Source: an optimization exercise on an open RTL-to-GDS flow (aim: small area and a short achievable clock period). Production flows keep margins and buffers that such runs may drop.
Where RTL was checked, it was by simulation tests only, not by an equivalence proof against the original.

== T ==
==> module simon32_64, before the edit <==
module simon32_64 (
	input  logic clk, reset,
	input  logic in_valid,
	output logic in_ready,
	input  logic [31:0] plaintext,
	input  logic [63:0] key,
	output logic out_valid,
	output logic [31:0] ciphertext
);
	localparam logic [2:0] A_FIRST = 3'b110;
	localparam logic [2:0] A_LAST  = 3'b101;
	localparam logic [3:0] B_LAST  = 4'b1101;
	logic [15:0] xa, wa, xb, wb;
	logic [63:0] ka, kb;
	logic [2:0]  ca, ca_next;
	logic [3:0]  cb, cb_next;
	logic        va, free_b, busy_b, last_a, last_b;
	logic [15:0] xab, wab, xba, wba;
	logic [63:0] kab, kab_raw, kba;
	always_comb begin
		case (ca)
			3'b110:  cb_next = 4'b1100;
			3'b100:  cb_next = 4'b1000;
			3'b000:  cb_next = 4'b1001;
			3'b010:  cb_next = 4'b0100;
			3'b011:  cb_next = 4'b1010;
			3'b001:  cb_next = 4'b0101;
			3'b111:  cb_next = 4'b0000;
			default: cb_next = 4'b1101;
		endcase
		case (cb)
			4'b1100: ca_next = 3'b100;
			4'b1000: ca_next = 3'b000;
			4'b1001: ca_next = 3'b010;
			4'b0100: ca_next = 3'b011;
			4'b1010: ca_next = 3'b001;
			4'b0101: ca_next = 3'b111;
			default: ca_next = 3'b101;
		endcase
	end
	assign last_b = (cb == B_LAST);
	assign last_a = (ca == A_LAST);
	assign kab = {kab_raw[63:48], kab_raw[47:32] & {16{!last_a}}, kab_raw[31:0]};
	round   rab (xa, wa, ka[31:16], ka[47:32], xab, wab);
	key_gen gab (ka, ca[2], ca[1], kab_raw);
	round   rba (xb, wb, kb[31:16], kb[47:32], xba, wba);
	key_gen gba (kb, cb[3], cb[2], kba);
	always_ff @(posedge clk) begin
		xb <= xab;
		wb <= wab;
		kb <= kab;
		cb <= cb_next;
		if (!busy_b) begin
			xa <= plaintext[31:16];
			wa <= plaintext[15:0] ^ key[15:0];
			ka <= {key[63:16], key[15:0] ^ key[31:16] ^ {key[16], key[31:17]}};
			ca <= A_FIRST;
		end else begin
			xa <= xba;
			wa <= wba;
			ka <= kba;
			ca <= ca_next;
		end
	end
	always_ff @(posedge clk) begin
		if (reset) begin
			va        <= 1'b0;
			free_b    <= 1'b1;
			busy_b    <= 1'b0;
			out_valid <= 1'b0;
		end else begin
			va        <= free_b ? in_valid : !last_b;
			free_b    <= !va;
			busy_b    <= va;
			out_valid <= !free_b && last_b;
		end
	end
	assign in_ready   = free_b;
	assign ciphertext = {xa, wa};
endmodule
clock: 2.5 ns
lec_check: 0
cap_margin: 20
core_margin: 2
core_utilization: 40
cts_cluster_diameter: 100
cts_cluster_size: 25
setup_slack_margin: 1.0
slew_margin: 20
standard.sh (not shown) runs the stock make flow with config.mk's settings and CLKGATE_MAP_FILE= SYNTH_SCRIPT=/design/flow/synth_recipe.tcl, a recipe that flattens the netlist after the stock synthesis.
==> flow/flow/run.sh <==
#!/bin/bash
# Standard layout (the standard.sh) with two changes:
#  - the port buffers are plain buffers instead of the delay cells that
#    buffer_ports picks by default;
#  - the slow cells listed in flow/dont_use.txt are added to the platform's
#    don't-use list, so that synthesis maps the XOR-heavy logic onto faster
#    two-input gates.
set -euo pipefail
export BUFFER_PORTS_ARGS="-buffer_cell sky130_fd_sc_hd__buf_2"
export CTS_ARGS="-repair_clock_nets -buf_list sky130_fd_sc_hd__clkbuf_8 -root_buf sky130_fd_sc_hd__clkbuf_16"
plat=$(make -s -C "$FLOW_HOME" DESIGN_CONFIG="$PWD/config.mk" WORK_HOME="$PWD/orfs" \
  print-DONT_USE_CELLS 2> print_dont_use.log | sed -n 's/^DONT_USE_CELLS: //p')
extra=$(grep -v '^#' flow/dont_use.txt | tr '\n' ' ')
echo "platform: $plat" > dont_use.log
echo "added: $extra" >> dont_use.log
bash standard.sh "DONT_USE_CELLS=$plat $extra" finish > standard_finish.log 2>&1
==> flow/flow/dont_use.txt <==
# slow cells kept out of synthesis and repair
sky130_fd_sc_hd__xor3_1
sky130_fd_sc_hd__xor3_2
sky130_fd_sc_hd__xor3_4
sky130_fd_sc_hd__xnor3_1
sky130_fd_sc_hd__xnor3_2
sky130_fd_sc_hd__xnor3_4
sky130_fd_sc_hd__or4_1
sky130_fd_sc_hd__or4_2
sky130_fd_sc_hd__or4_4
sky130_fd_sc_hd__nor4_1
sky130_fd_sc_hd__nor4_2
sky130_fd_sc_hd__nor4_4
sky130_fd_sc_hd__and4_1
sky130_fd_sc_hd__and4_2
sky130_fd_sc_hd__and4_4
sky130_fd_sc_hd__nand4_1
sky130_fd_sc_hd__nand4_2
sky130_fd_sc_hd__nand4_4
sky130_fd_sc_hd__or4b_1
sky130_fd_sc_hd__or4bb_1
sky130_fd_sc_hd__nor4b_1
sky130_fd_sc_hd__nor4bb_1
sky130_fd_sc_hd__or3_1
sky130_fd_sc_hd__or3b_1
sky130_fd_sc_hd__nor3_1
#### Input delta (R over T)
-- flow/design.v --
<<< T, line 61
);
	localparam logic [2:0] A_FIRST = 3'b110;
	localparam logic [2:0] A_LAST  = 3'b101;
	localparam logic [3:0] B_LAST  = 4'b1101;
	logic [15:0] xa, wa, xb, wb;
>>> R, line 61
);
	localparam logic [2:0] A_FIRST = 3'b110;
	localparam logic [3:0] B_LAST  = 4'b1101;
	logic [15:0] xa, wa, xb, wb;
<<< T, line 67
	logic [2:0]  ca, ca_next;
	logic [3:0]  cb, cb_next;
	logic        va, free_b, busy_b, last_a, last_b;
	logic [15:0] xab, wab, xba, wba;
	logic [63:0] kab, kab_raw, kba;
	always_comb begin
		case (ca)
>>> R, line 66
	logic [2:0]  ca, ca_next;
	logic [3:0]  cb, cb_next;
	logic        va, free_b, busy_b, last_b;
	logic [15:0] xab, wab, xba, wba;
	logic [63:0] kab, kba;
	always_comb begin
		case (ca)
<<< T, line 92
	end
	assign last_b = (cb == B_LAST);
	assign last_a = (ca == A_LAST);
	assign kab = {kab_raw[63:48], kab_raw[47:32] & {16{!last_a}}, kab_raw[31:0]};
	round   rab (xa, wa, ka[31:16], ka[47:32], xab, wab);
	key_gen gab (ka, ca[2], ca[1], kab_raw);
	round   rba (xb, wb, kb[31:16], kb[47:32], xba, wba);
	key_gen gba (kb, cb[3], cb[2], kba);
	always_ff @(posedge clk) begin
>>> R, line 91
	end
	assign last_b = (cb == B_LAST);
	round   rab (xa, wa, ka[31:16], ka[47:32], xab, wab);
	key_gen gab (ka, ca[2], ca[1], kab);
	round   rba (xb, wb, kb[31:16], kb[47:32] & {16{!last_b}}, xba, wba);
	key_gen gba (kb, cb[3], cb[2], kba);
	always_ff @(posedge clk) begin
Notes after the runs:
T and R ended up with roughly the same sequential cell area share.
Final design instance area without fill sits lower in R than in T.
Diff T -> R: post-synthesis xor/xnor area fraction now sits lower, detailed-route via count higher.
No functional check of the RTL was part of T.

---

before:
Another version of the RTL of simon32_64 (not shown whole).
For scale: about 200 flip-flops, ~130 I/O pins, ~0.010 sq mm of cells after synthesis.
==> module key_gen, before the edit <==
module key_gen (
  input  logic [63:0] key_in,
  input  logic        z0, z1,
  output logic [63:0] key_out
);
  logic [15:0] p, k1, k2, k3, k4, k5, pn, c0, c1;
  logic [15:0] k2r1, k3r1, k3r3, k3r4, k4r3, k4r4;
  assign p  = key_in[15:0];
  assign k1 = key_in[31:16];
  assign k2 = key_in[47:32];
  assign k3 = key_in[63:48];
  assign c0 = {14'h3fff, 1'b0, z0};
  assign c1 = {14'h3fff, 1'b0, z1};
  shifter #(15) R2a (k2, k2r1);      
  shifter #(15) R3a (k3, k3r1);      
  shifter #(13) R3b (k3, k3r3);      
  shifter #(12) R3c (k3, k3r4);      
  shifter #(13) R4a (k4, k4r3);      
  shifter #(12) R4b (k4, k4r4);      
  assign k4 = p ^ (k3r3 ^ k3r4) ^ c0;
  assign k5 = (k1 ^ (k2 ^ k2r1) ^ c1) ^ (k4r3 ^ k4r4);
  assign pn = k2 ^ k3 ^ k3r1;
  assign key_out = {k5, k4, k3, pn};
endmodule
clock: 2.5 ns
lec_check: 0
cap_margin: 20
core_margin: 2
core_utilization: 40
cts_cluster_diameter: 100
cts_cluster_size: 25
setup_slack_margin: 0.9
slew_margin: 20
==> flow/flow/run.sh <==
#!/bin/bash
# Standard layout (the standard.sh) with two changes:
#  - the port buffers are plain buffers instead of the delay cells that
#    buffer_ports picks by default;
#  - the slow cells listed in flow/dont_use.txt are added to the platform's
#    don't-use list, so that synthesis maps the XOR-heavy logic onto faster
#    two-input gates.
set -euo pipefail
export BUFFER_PORTS_ARGS="-buffer_cell sky130_fd_sc_hd__buf_2"
plat=$(make -s -C "$FLOW_HOME" DESIGN_CONFIG="$PWD/config.mk" WORK_HOME="$PWD/orfs" \
  print-DONT_USE_CELLS 2> print_dont_use.log | sed -n 's/^DONT_USE_CELLS: //p')
extra=$(grep -v '^#' flow/dont_use.txt | tr '\n' ' ')
echo "platform: $plat" > dont_use.log
echo "added: $extra" >> dont_use.log
bash standard.sh "DONT_USE_CELLS=$plat $extra" finish > standard_finish.log 2>&1
Scripts as last shown in full above: flow/flow/dont_use.txt
### before -> after
-- flow/design.v --
<<< before, line 27
  output logic [63:0] key_out
);
  logic [15:0] p, k1, k2, k3, k4, k5, pn, c0, c1;
  logic [15:0] k2r1, k3r1, k3r3, k3r4, k4r3, k4r4;
  assign p  = key_in[15:0];
  assign k1 = key_in[31:16];
>>> after, line 27
  output logic [63:0] key_out
);
  logic [15:0] p, k1, k2, k3, k4, k5, pn, c0, c1, bc0;
  logic [15:0] k2r1, k3r1, k3r3, k3r4, k3r6, k3r8, pr3, pr4, c0r3, c0r4;
  assign p  = key_in[15:0];
  assign k1 = key_in[31:16];
<<< before, line 39
  shifter #(13) R3b (k3, k3r3);      
  shifter #(12) R3c (k3, k3r4);      
  shifter #(13) R4a (k4, k4r3);      
  shifter #(12) R4b (k4, k4r4);      
  assign k4 = p ^ (k3r3 ^ k3r4) ^ c0;
  assign k5 = (k1 ^ (k2 ^ k2r1) ^ c1) ^ (k4r3 ^ k4r4);
  assign pn = k2 ^ k3 ^ k3r1;
  assign key_out = {k5, k4, k3, pn};
>>> after, line 39
  shifter #(13) R3b (k3, k3r3);      
  shifter #(12) R3c (k3, k3r4);      
  shifter #(10) R3d (k3, k3r6);      
  shifter #(8)  R3e (k3, k3r8);      
  shifter #(13) RPa (p, pr3);        
  shifter #(12) RPb (p, pr4);        
  shifter #(13) RCa (c0, c0r3);      
  shifter #(12) RCb (c0, c0r4);      
  assign bc0 = c0r3 ^ c0r4;
  assign k4 = p ^ (k3r3 ^ k3r4) ^ c0;
  assign k5 = (k1 ^ (k2 ^ k2r1)) ^ ((pr3 ^ pr4) ^ (k3r6 ^ k3r8)) ^ bc0 ^ c1;
  assign pn = k2 ^ k3 ^ k3r1;
  assign key_out = {k5, k4, k3, pn};
Results
Every run in the comparison, before and after, completed the flow with a clean layout.
sky130_fd_sc_hd__dfxtp_2 as the critical path's slowest cell was reported by after, and sky130_fd_sc_hd__dfxtp_1 by before.
Higher final critical-path setup slack goes to after over before.
after -> before: multi-input gate share of the layout cell area flat
Changes observed in after relative to before: area after synthesis saw an increase; number of buffers added by the clock tree synthesis step flat; share of final layout cell area taken by clock buffers and inverters rose 0.15 points; via count up 265.
Only the layout flow was run in before; the RTL was not checked for function there.

---

== lane 1 ==
simon32_64 with an RTL version that a note above also has.
For scale: ~200 flip-flops, about 130 I/O pins, ~10000 sq um of cells after synthesis.
Settings: LEC_CHECK=0, CAP_MARGIN=20, CORE_MARGIN=2, CORE_UTILIZATION=40, CTS_CLUSTER_DIAMETER=100, CTS_CLUSTER_SIZE=25, SETUP_SLACK_MARGIN=0.95, SLEW_MARGIN=20; clock period 2.5 ns.
==> flow/flow/run.sh <==
#!/bin/bash
# Standard layout (the standard.sh) with two changes:
#  - the port buffers are plain buffers instead of the delay cells that
#    buffer_ports picks by default;
#  - the slow cells listed in flow/dont_use.txt are added to the platform's
#    don't-use list, so that synthesis maps the XOR-heavy logic onto faster
#    two-input gates.
set -euo pipefail
export BUFFER_PORTS_ARGS="-buffer_cell sky130_fd_sc_hd__buf_2"
export CTS_ARGS="-repair_clock_nets -buf_list sky130_fd_sc_hd__clkbuf_8 -root_buf sky130_fd_sc_hd__clkbuf_16"
plat=$(make -s -C "$FLOW_HOME" DESIGN_CONFIG="$PWD/config.mk" WORK_HOME="$PWD/orfs" \
  print-DONT_USE_CELLS 2> print_dont_use.log | sed -n 's/^DONT_USE_CELLS: //p')
extra=$(grep -v '^#' flow/dont_use.txt | tr '\n' ' ')
echo "platform: $plat" > dont_use.log
echo "added: $extra" >> dont_use.log
bash standard.sh "DONT_USE_CELLS=$plat $extra" finish > standard_finish.log 2>&1
Scripts as last shown in full above: flow/flow/dont_use.txt
Lane 1 finished every stage and its layout cleared the timing, design-rule and antenna checks.
Inputs modified between lane 1 and lane 2:
diff --git a/flow/design.v b/flow/design.v
--- a/flow/design.v
+++ b/flow/design.v
@@ -57,21 +57,20 @@
 	input  logic [31:0] plaintext,
 	input  logic [63:0] key,
 	output logic out_valid,
 	output logic [31:0] ciphertext
 );
 	localparam logic [2:0] A_FIRST = 3'b110;
-	localparam logic [2:0] A_LAST  = 3'b101;
 	localparam logic [3:0] B_LAST  = 4'b1101;
 	logic [15:0] xa, wa, xb, wb;
 	logic [63:0] ka, kb;
 	logic [2:0]  ca, ca_next;
 	logic [3:0]  cb, cb_next;
-	logic        va, free_b, busy_b, last_a, last_b;
+	logic        va, free_b, busy_b, last_b;
 	logic [15:0] xab, wab, xba, wba;
-	logic [63:0] kab, kab_raw, kba;
+	logic [63:0] kab, kba;
 	always_comb begin
 		case (ca)
 			3'b110:  cb_next = 4'b1100;
 			3'b100:  cb_next = 4'b1000;
 			3'b000:  cb_next = 4'b1001;
 			3'b010:  cb_next = 4'b0100;
@@ -88,17 +87,15 @@
 			4'b1010: ca_next = 3'b001;
 			4'b0101: ca_next = 3'b111;
 			default: ca_next = 3'b101;
 		endcase
 	end
 	assign last_b = (cb == B_LAST);
-	assign last_a = (ca == A_LAST);
-	assign kab = {kab_raw[63:48], kab_raw[47:32] & {16{!last_a}}, kab_raw[31:0]};
 	round   rab (xa, wa, ka[31:16], ka[47:32], xab, wab);
-	key_gen gab (ka, ca[2], ca[1], kab_raw);
-	round   rba (xb, wb, kb[31:16], kb[47:32], xba, wba);
+	key_gen gab (ka, ca[2], ca[1], kab);
+	round   rba (xb, wb, kb[31:16], kb[47:32] & {16{!last_b}}, xba, wba);
 	key_gen gba (kb, cb[3], cb[2], kba);
 	always_ff @(posedge clk) begin
 		xb <= xab;
 		wb <= wab;
 		kb <= kab;
 		cb <= cb_next;
[summary]
- The pre-CTS setup slack was comparable across lane 1 and lane 2.
- Area after synthesis shrinks by a few percent when moving from lane 1 to lane 2.
- Delta (lane 2 minus lane 1): post-synthesis share of cell area spent on xor and xnor gates fell 0.69 points; core utilization saw an increase.
No functional check of the RTL was part of lane 1.

---

simon32_64 with an RTL version that a note above also has.
Size: about 940 cells after synthesis, about 130 I/O pins, about 0.010 mm² of cells after synthesis.
==> module simon32_64, before the edit <==
module simon32_64 (
	input  logic clk, reset,
	input  logic in_valid,
	output logic in_ready,
	input  logic [31:0] plaintext,
	input  logic [63:0] key,
	output logic out_valid,
	output logic [31:0] ciphertext
);
	localparam logic [2:0] A_FIRST = 3'b110;
	localparam logic [3:0] B_LAST  = 4'b1101;
	logic [15:0] xa, wa, xb, wb;
	logic [63:0] ka, kb;
	logic [2:0]  ca, ca_next;
	logic [3:0]  cb, cb_next;
	logic        va, free_b, last_b;
	logic [15:0] xab, wab, xba, wba;
	logic [63:0] kab, kba;
	always_comb begin
		case (ca)
			3'b110:  cb_next = 4'b1100;
			3'b100:  cb_next = 4'b1000;
			3'b000:  cb_next = 4'b1001;
			3'b010:  cb_next = 4'b0100;
			3'b011:  cb_next = 4'b1010;
			3'b001:  cb_next = 4'b0101;
			3'b111:  cb_next = 4'b0000;
			default: cb_next = 4'b1101;
		endcase
		case (cb)
			4'b1100: ca_next = 3'b100;
			4'b1000: ca_next = 3'b000;
			4'b1001: ca_next = 3'b010;
			4'b0100: ca_next = 3'b011;
			4'b1010: ca_next = 3'b001;
			4'b0101: ca_next = 3'b111;
			default: ca_next = 3'b101;
		endcase
	end
	assign last_b = (cb == B_LAST);
	round   rab (xa, wa, ka[31:16], ka[47:32], xab, wab);
	key_gen gab (ka, ca[2], ca[1], kab);
	round   rba (xb, wb, kb[31:16], kb[47:32] & {16{!last_b}}, xba, wba);
	key_gen gba (kb, cb[3], cb[2], kba);
	always_ff @(posedge clk) begin
		xb <= xab;
		wb <= wab;
		kb <= kab;
		cb <= cb_next;
		if (free_b) begin
			xa <= plaintext[31:16];
			wa <= plaintext[15:0] ^ key[15:0];
			ka <= {key[63:16], key[15:0] ^ key[31:16] ^ {key[16], key[31:17]}};
			ca <= A_FIRST;
		end else begin
			xa <= xba;
			wa <= wba;
			ka <= kba;
			ca <= ca_next;
		end
	end
	always_ff @(posedge clk) begin
		if (reset) begin
			va        <= 1'b0;
			free_b    <= 1'b1;
			out_valid <= 1'b0;
		end else begin
			va        <= free_b ? in_valid : !last_b;
			free_b    <= !va;
			out_valid <= !free_b && last_b;
		end
	end
	assign in_ready   = free_b;
	assign ciphertext = {xa, wa};
endmodule
==> flow/config.mk <==
export PLATFORM = sky130hd
export DESIGN_NAME = simon32_64
export DESIGN_NICKNAME = simon32_64
export VERILOG_FILES = /design/flow/design.v
export SDC_FILE = /design/flow/constraint.sdc
export NUM_CORES = 4
export LEC_CHECK = 0
export CAP_MARGIN = 20
export CORE_MARGIN = 2
export CORE_UTILIZATION = 40
export CTS_CLUSTER_DIAMETER = 100
export CTS_CLUSTER_SIZE = 25
export SETUP_SLACK_MARGIN = 0.8
export SLEW_MARGIN = 20
==> flow/constraint.sdc <==
create_clock -name core_clock -period 2.5 [get_ports {clk}]
set_input_delay 0.5000 -clock core_clock [delete_from_list [all_inputs] [get_ports {clk}]]
set_output_delay 0.5000 -clock core_clock [all_outputs]
set_load 0.01 [all_outputs]
==> flow/flow/run.sh <==
#!/bin/bash
# Standard layout (the standard.sh) with two changes:
#  - the port buffers are plain buffers instead of the delay cells that
#    buffer_ports picks by default;
#  - the slow cells listed in flow/dont_use.txt are added to the platform's
#    don't-use list, so that synthesis maps the XOR-heavy logic onto faster
#    two-input gates.
set -euo pipefail
export BUFFER_PORTS_ARGS="-buffer_cell sky130_fd_sc_hd__buf_2"
plat=$(make -s -C "$FLOW_HOME" DESIGN_CONFIG="$PWD/config.mk" WORK_HOME="$PWD/orfs" \
  print-DONT_USE_CELLS 2> print_dont_use.log | sed -n 's/^DONT_USE_CELLS: //p')
extra=$(grep -v '^#' flow/dont_use.txt | tr '\n' ' ')
echo "platform: $plat" > dont_use.log
echo "added: $extra" >> dont_use.log
bash standard.sh "DONT_USE_CELLS=$plat $extra" finish > standard_finish.log 2>&1
Scripts as last shown in full above: flow/flow/dont_use.txt
Next try:
--- a/flow/design.v
+++ b/flow/design.v
@@ -24,28 +24,28 @@
 module key_gen (
   input  logic [63:0] key_in,
   input  logic        z0, z1,
   output logic [63:0] key_out
 );
-  logic [15:0] p, k1, k2, k3, k4, k5, pn, c0, c1;
-  logic [15:0] k2r1, k3r1, k3r3, k3r4, k4r3, k4r4;
-  assign p  = key_in[15:0];
+  logic [15:0] k0, k1, k2, k3, k4, k5, p, q, p3, p4, k1r, k2r, k3r3, k3r4, k3r6, k3r8;
+  assign k0 = key_in[15:0];
   assign k1 = key_in[31:16];
   assign k2 = key_in[47:32];
   assign k3 = key_in[63:48];
-  assign c0 = {14'h3fff, 1'b0, z0};
-  assign c1 = {14'h3fff, 1'b0, z1};
-  shifter #(15) R2a (k2, k2r1);      
-  shifter #(15) R3a (k3, k3r1);      
-  shifter #(13) R3b (k3, k3r3);      
-  shifter #(12) R3c (k3, k3r4);      
-  shifter #(13) R4a (k4, k4r3);      
-  shifter #(12) R4b (k4, k4r4);      
-  assign k4 = p ^ (k3r3 ^ k3r4) ^ c0;
-  assign k5 = (k1 ^ (k2 ^ k2r1) ^ c1) ^ (k4r3 ^ k4r4);
-  assign pn = k2 ^ k3 ^ k3r1;
-  assign key_out = {k5, k4, k3, pn};
+  shifter #(15) R1a (k1, k1r);       
+  shifter #(15) R1b (k2, k2r);       
+  shifter #(13) R3  (k3, k3r3);      
+  shifter #(12) R4  (k3, k3r4);      
+  shifter #(10) R6  (k3, k3r6);      
+  shifter #(8)  R8  (k3, k3r8);      
+  assign p  = k0 ^ k1 ^ k1r ^ {14'h3fff, 1'b0, z0};
+  assign q  = k3r3 ^ k3r4;
+  assign k4 = p ^ q;
+  shifter #(13) P3 (p, p3);          
+  shifter #(12) P4 (p, p4);          
+  assign k5 = (p3 ^ p4) ^ ((k1 ^ k2 ^ k2r ^ {14'h3fff, 1'b0, z1}) ^ (k3r6 ^ k3r8));
+  assign key_out = {k5, k4, k3, k2};
 endmodule
 module simon32_64 (
 	input  logic clk, reset,
 	input  logic in_valid,
 	output logic in_ready,
@@ -95,11 +95,11 @@
 		kb <= kab;
 		cb <= cb_next;
 		if (free_b) begin
 			xa <= plaintext[31:16];
 			wa <= plaintext[15:0] ^ key[15:0];
-			ka <= {key[63:16], key[15:0] ^ key[31:16] ^ {key[16], key[31:17]}};
+			ka <= key;
 			ca <= A_FIRST;
 		end else begin
 			xa <= xba;
 			wa <= wba;
 			ka <= kba;
Setup slack gets worse by 0.011 ns.
Via count goes up by 6.3%.
Routed wire length climbs by 7.0%.
Design area went up by 2.2%.
Flip-flop and latch count does not change.
First-iteration DRC count went up by 17%.
Synthesized area came out higher by 2.5%.
Worst hold slack loses 0.0086 ns.
Die area goes up by 2.5%.
Register-to-register slack gets better by 0.02 ns.
Critical path depth does not change.
No run of this note included a check of the RTL's function; only the layout flow was run.

-- re-timing with driven ports --
In the flow no input, the clock included, has a driving cell. The finished layouts below were timed again as built, in two steps.
Step 1 (the two cells are an assumption about what drives the block):
set clk [get_ports {clk}]
set_driving_cell -lib_cell sky130_fd_sc_hd__clkbuf_16 $clk
set_driving_cell -lib_cell sky130_fd_sc_hd__buf_2 [delete_from_list [all_inputs] $clk]
Step 2 times the ports against the registers' clock, not the clock port: input delays grow and output delays shrink by t, the midpoint of the rising clock arrivals with the driver on.
Slacks: ideal / step 1 / step 2; pairs: ideal / step 1.
| run | shift t [ns] | setup slack, ns | worst slew at a driven data input, ns | cell pins on the clock port's net |
|---|---|---|---|---|
| T | 0.442 | 0.989 / 0.982 / 0.969 | 0.05 | 1 |
| R | 0.443 | 1.012 / 0.983 / 1.012 | 0.04 | 1 |
| before | 0.526 | 0.878 / 0.867 / 0.878 | 0.04 | 1 |
| after | 0.524 | 0.928 / 0.879 / 0.948 | 0.04 | 1 |
| lane 1 | 0.440 | 0.980 / 0.934 / 0.970 | 0.05 | 1 |
| lane 2 | 0.444 | 0.954 / 0.947 / 0.954 | 0.04 | 1 |
| the first run of note 4 | 0.520 | 0.832 / 0.781 / 0.844 | 0.04 | 1 |
| the second run of note 4 | 0.520 | 0.821 / 0.773 / 0.861 | 0.04 | 1 |
After both steps setup and hold are still met in every run listed. The setup slack of T, which loses most, moves by -0.007 ns with the drivers and by -0.020 ns with both steps.
